This is an optimization exercise on Yosys and OpenROAD, whose aim is small area, a short achievable clock period and few clock cycles per item, not a production implementation. Function was checked by simulation only, so behaviour that the tests miss may differ from the original. Power and IR drop assume default switching activity.

==> job 1887 <==
## miniRV_top
module miniRV_top (
  input  logic        clk,
  input  logic        rst,
  output logic [31:0] imem_addr,
  input  logic [31:0] imem_rdata,
  output logic        dmem_we,
  output logic [31:0] dmem_addr,
  output logic [3:0]  dmem_wmask,
  output logic [31:0] dmem_wdata,
  input  logic [31:0] dmem_rdata,
  output logic        halt
);
==> module miniRV_top, before the edit <==
module miniRV_top (
  input  logic        clk,
  input  logic        rst,
  output logic [31:0] imem_addr,
  input  logic [31:0] imem_rdata,
  output logic        dmem_we,
  output logic [31:0] dmem_addr,
  output logic [3:0]  dmem_wmask,
  output logic [31:0] dmem_wdata,
  input  logic [31:0] dmem_rdata,
  output logic        halt
);
  logic [31:2] pc;           
  logic [31:0] ir;           
  logic        x_wr;         
  logic        x_ld;         
  logic        x_st;         
  logic        x_jmp;        
  logic        x_add;        
  logic        x_lui;
  logic [3:0]  x_rd;
  logic [15:1] sel1, sel2;   
  logic        fw1, fw2;     
  logic        m_wr;         
  logic        m_ld;
  logic        m_lbu;
  logic [3:0]  m_rd;
  logic [31:0] m_res;        
  logic        st_q;
  logic [3:0]  wmask_q;
  logic [31:0] wdata_q;
  logic        halt_q;
  assign imem_addr  = {pc, 2'b00};
  assign dmem_we    = st_q;
  assign dmem_addr  = {m_res[31:2], 2'b00};
  assign dmem_wmask = wmask_q;
  assign dmem_wdata = wdata_q;
  assign halt       = halt_q;
  logic [31:0] wb;
  logic [7:0]  ld_byte;
  always_comb begin
    case (m_res[1:0])
      2'd0: ld_byte = dmem_rdata[7:0];
      2'd1: ld_byte = dmem_rdata[15:8];
      2'd2: ld_byte = dmem_rdata[23:16];
      default: ld_byte = dmem_rdata[31:24];
    endcase
    if (!m_ld)      wb = m_res;
    else if (m_lbu) wb = {24'd0, ld_byte};
    else            wb = dmem_rdata;
  end
  logic [15:1] vld_next;
  logic [31:0] v1, v2;
  regfile u_regfile (
    .clk      (clk),
    .rst      (rst),
    .we       (m_wr),
    .wa       (m_rd),
    .wd       (wb),
    .vld_next (vld_next),
    .sel1     (sel1),
    .bp1      (fw1),
    .bv1      (m_res),
    .sel2     (sel2),
    .bp2      (fw2),
    .bv2      (m_res),
    .rd1      (v1),
    .rd2      (v2)
  );
  logic [31:0] fi;
  assign fi = imem_rdata;
  logic f_lui, f_jalr, f_ebreak, f_add, f_store, f_load;
  assign f_lui    = ~fi[6] &  fi[2];
  assign f_jalr   =  fi[6] & ~fi[4];
  assign f_ebreak =  fi[6] &  fi[4];
  assign f_add    = ~fi[6] &  fi[5] & fi[4] & ~fi[2];
  assign f_store  = ~fi[6] &  fi[5] & ~fi[4];
  assign f_load   = ~fi[5] & ~fi[4];
  logic [3:0] f_rs1, f_rs2, f_rd;
  assign f_rd  = fi[10:7];
  assign f_rs1 = fi[18:15];
  assign f_rs2 = fi[23:20];
  logic f_use1, f_use2;
  assign f_use1 = ~f_lui;
  assign f_use2 = f_add | f_store;
  logic stall;
  assign stall = x_wr & x_ld & ((f_use1 & (f_rs1 == x_rd)) | (f_use2 & (f_rs2 == x_rd)));
  logic f_fw1, f_fw2;
  assign f_fw1 = x_wr & ~x_ld & (f_rs1 == x_rd) & f_use1;
  assign f_fw2 = x_wr & ~x_ld & (f_rs2 == x_rd);
  logic [15:1] f_sel1, f_sel2;
  always_comb begin
    for (int k = 1; k < 16; k++) begin
      f_sel1[k] = (f_rs1 == k) && vld_next[k] && !f_fw1 && f_use1;
      f_sel2[k] = (f_rs2 == k) && vld_next[k] && !f_fw2;
    end
  end
  logic [31:0] imm;
  assign imm[31:12] = x_lui ? ir[31:12] : {20{ir[31]}};
  assign imm[11:5]  = x_lui ? 7'd0 : ir[31:25];
  assign imm[4:0]   = x_lui ? 5'd0 : (x_st ? ir[11:7] : ir[24:20]);
  logic [31:0] opb, sum;
  assign opb = x_add ? v2 : imm;
  assign sum = v1 + opb;
  logic f_go;    
  assign f_go = ~stall & ~x_jmp;
  always_ff @(posedge clk) begin
    if (rst) begin
      x_wr   <= 1'b0;
      x_st   <= 1'b0;
      x_jmp  <= 1'b0;
      halt_q <= 1'b0;
      m_wr   <= 1'b0;
      st_q   <= 1'b0;
    end else begin
      x_wr   <= f_go & ~f_store & (f_rd != 4'd0);
      x_st   <= f_go & f_store;
      x_jmp  <= f_go & f_jalr;
      halt_q <= f_go & f_ebreak;
      m_wr   <= x_wr;
      st_q   <= x_st;
    end
  end
  logic        pc_en;
  logic [31:2] pc_d;
  assign pc_en = rst | x_jmp | ~stall;
  assign pc_d  = ({30{rst}} & 30'h2000_0000)
               | ({30{~rst & x_jmp}} & sum[31:2])
               | ({30{~rst & ~x_jmp}} & (pc + 30'd1));
  always_ff @(posedge clk) begin
    if (pc_en) pc <= pc_d;
  end
  always_ff @(posedge clk) begin
    ir    <= fi;
    x_ld  <= f_load;
    x_add <= f_add;
    x_lui <= f_lui;
    x_rd  <= f_rd;
    sel1  <= f_sel1;
    sel2  <= f_sel2;
    fw1   <= f_fw1;
    fw2   <= f_fw2;
    m_ld    <= x_ld;
    m_lbu   <= ir[14];
    m_rd    <= x_rd;
    m_res   <= x_jmp ? {pc, 2'b00} : sum;
    wmask_q <= ir[13] ? 4'b1111 : (4'b0001 << sum[1:0]);
    wdata_q <= ir[13] ? v2 : {4{v2[7:0]}};
  end
endmodule
==> flow/config.mk <==
export PLATFORM = sky130hd
export DESIGN_NAME = miniRV_top
export DESIGN_NICKNAME = miniRV_top
export VERILOG_FILES = /design/flow/design.v
export SDC_FILE = /design/flow/constraint.sdc
export NUM_CORES = 4
export LEC_CHECK = 0
export CAP_MARGIN = 20
export CORE_MARGIN = 2
export CORE_UTILIZATION = 70
export SLEW_MARGIN = 20
==> flow/constraint.sdc <==
create_clock -name core_clock -period 13.0 [get_ports {clk}]
set_input_delay 2.6000 -clock core_clock [delete_from_list [all_inputs] [get_ports {clk}]]
set_output_delay 2.6000 -clock core_clock [all_outputs]
set_load 0.01 [all_outputs]
standard.sh (not shown) runs the stock make flow with config.mk's settings and CLKGATE_MAP_FILE= SYNTH_SCRIPT=/design/flow/synth_recipe.tcl, a recipe that flattens the netlist after the stock synthesis.
==> flow/flow/run.sh <==
#!/bin/bash
# Layout flow: the standard ORFS flow (standard.sh, unchanged synthesis) with
#  - timing repair asked to leave a setup margin, so that the layout is optimised for a
#    period well below the design's 13 ns (the SDC itself is not changed),
#  - port buffers of a plain buffer cell (buf_2) instead of the delay-buffer cell that
#    buffer_ports picks by default, and sizing not limited to same-footprint cells,
#    so that the port buffers can be sized like any other cell,
#  - clock tree sinks clustered 30 to a buffer within 60 um, with no dummy loads.
# make's full output goes to standard.log in the work folder; ORFS's per-step logs are
# under orfs/logs/.
set -euo pipefail
export SETUP_SLACK_MARGIN=${FLOW_SETUP_MARGIN:-9.0}
export CTS_ARGS="-sink_clustering_enable -repair_clock_nets -dont_use_dummy_load -sink_clustering_size 30 -sink_clustering_max_diameter 60"
export BUFFER_PORTS_ARGS="-buffer_cell sky130_fd_sc_hd__buf_2"
bash standard.sh MATCH_CELL_FOOTPRINT=0 finish > standard.log 2>&1
==> job 9771 (differences from job 1887) <==
--- a/flow/design.v
+++ b/flow/design.v
@@ -163,12 +163,15 @@
     end
   end
-  logic        pc_en;
-  logic [31:2] pc_d;
-  assign pc_en = rst | x_jmp | ~stall;
-  assign pc_d  = ({30{rst}} & 30'h2000_0000)
-               | ({30{~rst & x_jmp}} & sum[31:2])
-               | ({30{~rst & ~x_jmp}} & (pc + 30'd1));
+  logic [31:2] pc_ones;    
+  always_comb begin
+    pc_ones[2] = 1'b1;
+    for (int i = 3; i < 32; i++) pc_ones[i] = pc_ones[i-1] & pc[i-1];
+  end
+  logic [31:2] pc_seq;
+  assign pc_seq = pc ^ (pc_ones & {30{~stall}});
   always_ff @(posedge clk) begin
-    if (pc_en) pc <= pc_d;
+    if (rst)        pc <= 30'h2000_0000;
+    else if (x_jmp) pc <= sum[31:2];
+    else            pc <= pc_seq;
   end
   always_ff @(posedge clk) begin
- CORE_UTILIZATION: 70 -> 60
- PLACE_DENSITY: default -> 0.72
==> notes <==
- Design area: job 1887 is smaller than job 9771 (about 0.5%).
- Of job 9771 and job 1887, job 1887 has the higher synthesized cell count (gap 0.22%, measured against job 1887).
- In job 9771 the non-clock buffer count is lower than in job 1887, by 10.
- Of job 9771 and job 1887, job 1887 has the higher utilization (gap 11 points).
- Against job 9771, the maximum frequency of job 1887 is lower by 2.2%.
- In job 9771 the via count is lower than in job 1887, by 3.1%.
- Against job 9771, the register-to-register slack of job 1887 is worse by 0.09 ns.
- Against job 9771, the clock-buffer cell count of job 1887 is lower by 6.
- In job 1887 the sequential share of layout area is higher than in job 9771, by 1.2 points.
- Flip-flop and latch count is the same in job 1887 and job 9771.
==> figures <==
Maximum resistive drop on vdd: job 1887 116.5 uV; job 9771 90.12 uV
Number of combinational gates with multiple inputs: job 1887 1354; job 9771 1352
Layout cell share with drive strength beyond 1: job 1887 0.2160; job 9771 0.2250
Worst max-slew margin expressed relative to the limit: job 1887 0.3132; job 9771 0.2991
Combinational-cell power consumption: job 1887 317 uW; job 9771 331 uW
Total GRT Usage: job 1887 0.5139; job 9771 0.4505
Hold Crit Endpoint: job 1887 m_lbu; job 9771 m_ld
Post-Synth Simple-Gate Area: job 1887 0.07644; job 9771 0.08040
Post-detailed-placement cell area: job 1887 30040 um2; job 9771 30020 um2
Met2 wire length: job 1887 46300 um; job 9771 46960 um
Post-Synthesis Cells: job 1887 2232; job 9771 2227
Area fraction in compound gates after synthesis: job 1887 0.2051; job 9771 0.2083
Fmax: job 1887 238.7 MHz; job 9771 244.2 MHz
Non-clock buffering overhead: job 1887 0.08226; job 9771 0.07942
Static leakage: job 1887 11.60 nW; job 9771 11.52 nW
Final GP Congestion: job 1887 0.9854; job 9771 0.9661
Pin count of the biggest net entering global routing: job 1887 95; job 9771 97
Clock buffers and inverters, area share: job 1887 0.02873; job 9771 0.03311
Result of the run: job 1887 complete, no violations; job 9771 complete, no violations
Mux cell area share after synthesis: job 1887 0.01152; job 9771 0.01234
Filler Cell Count: job 1887 2146; job 9771 3197
Via count normalized by instance count: job 1887 8.305; job 9771 7.853
Testbench counts of job 1887, summed over its fixed seeds: cycles 33,477, instructions 31,279.
Testbench counts of job 9771, summed over its fixed seeds: cycles 33,477, instructions 31,279.

what the ideal ports hide:
How much do the figures lean on ideal ports? The routed layouts below were timed once more, with nothing changed but the port constraints. Step 1 assumes that a clkbuf_16 drives the clock port and a buf_2 every other input. Step 2 moves the port delays by t, midway between the first and last clock arrival at a register: inputs arrive t later, outputs are due t later. That takes back most of the time a late clock gives input paths. a / b / c = no drivers / after step 1 / after step 2; a / b = the first two.
run	t, ns	setup slack, ns	worst data-port slew with drivers (ns)
job 1887	0.644	8.811 / 8.811 / 8.549	0.05
job 9771	0.657	8.905 / 8.905 / 8.319	0.07
After both steps every run listed still meets setup and hold. For job 9771, which loses most, drivers alone change the setup slack by 0.000 ns; drivers and shift together by -0.586 ns.
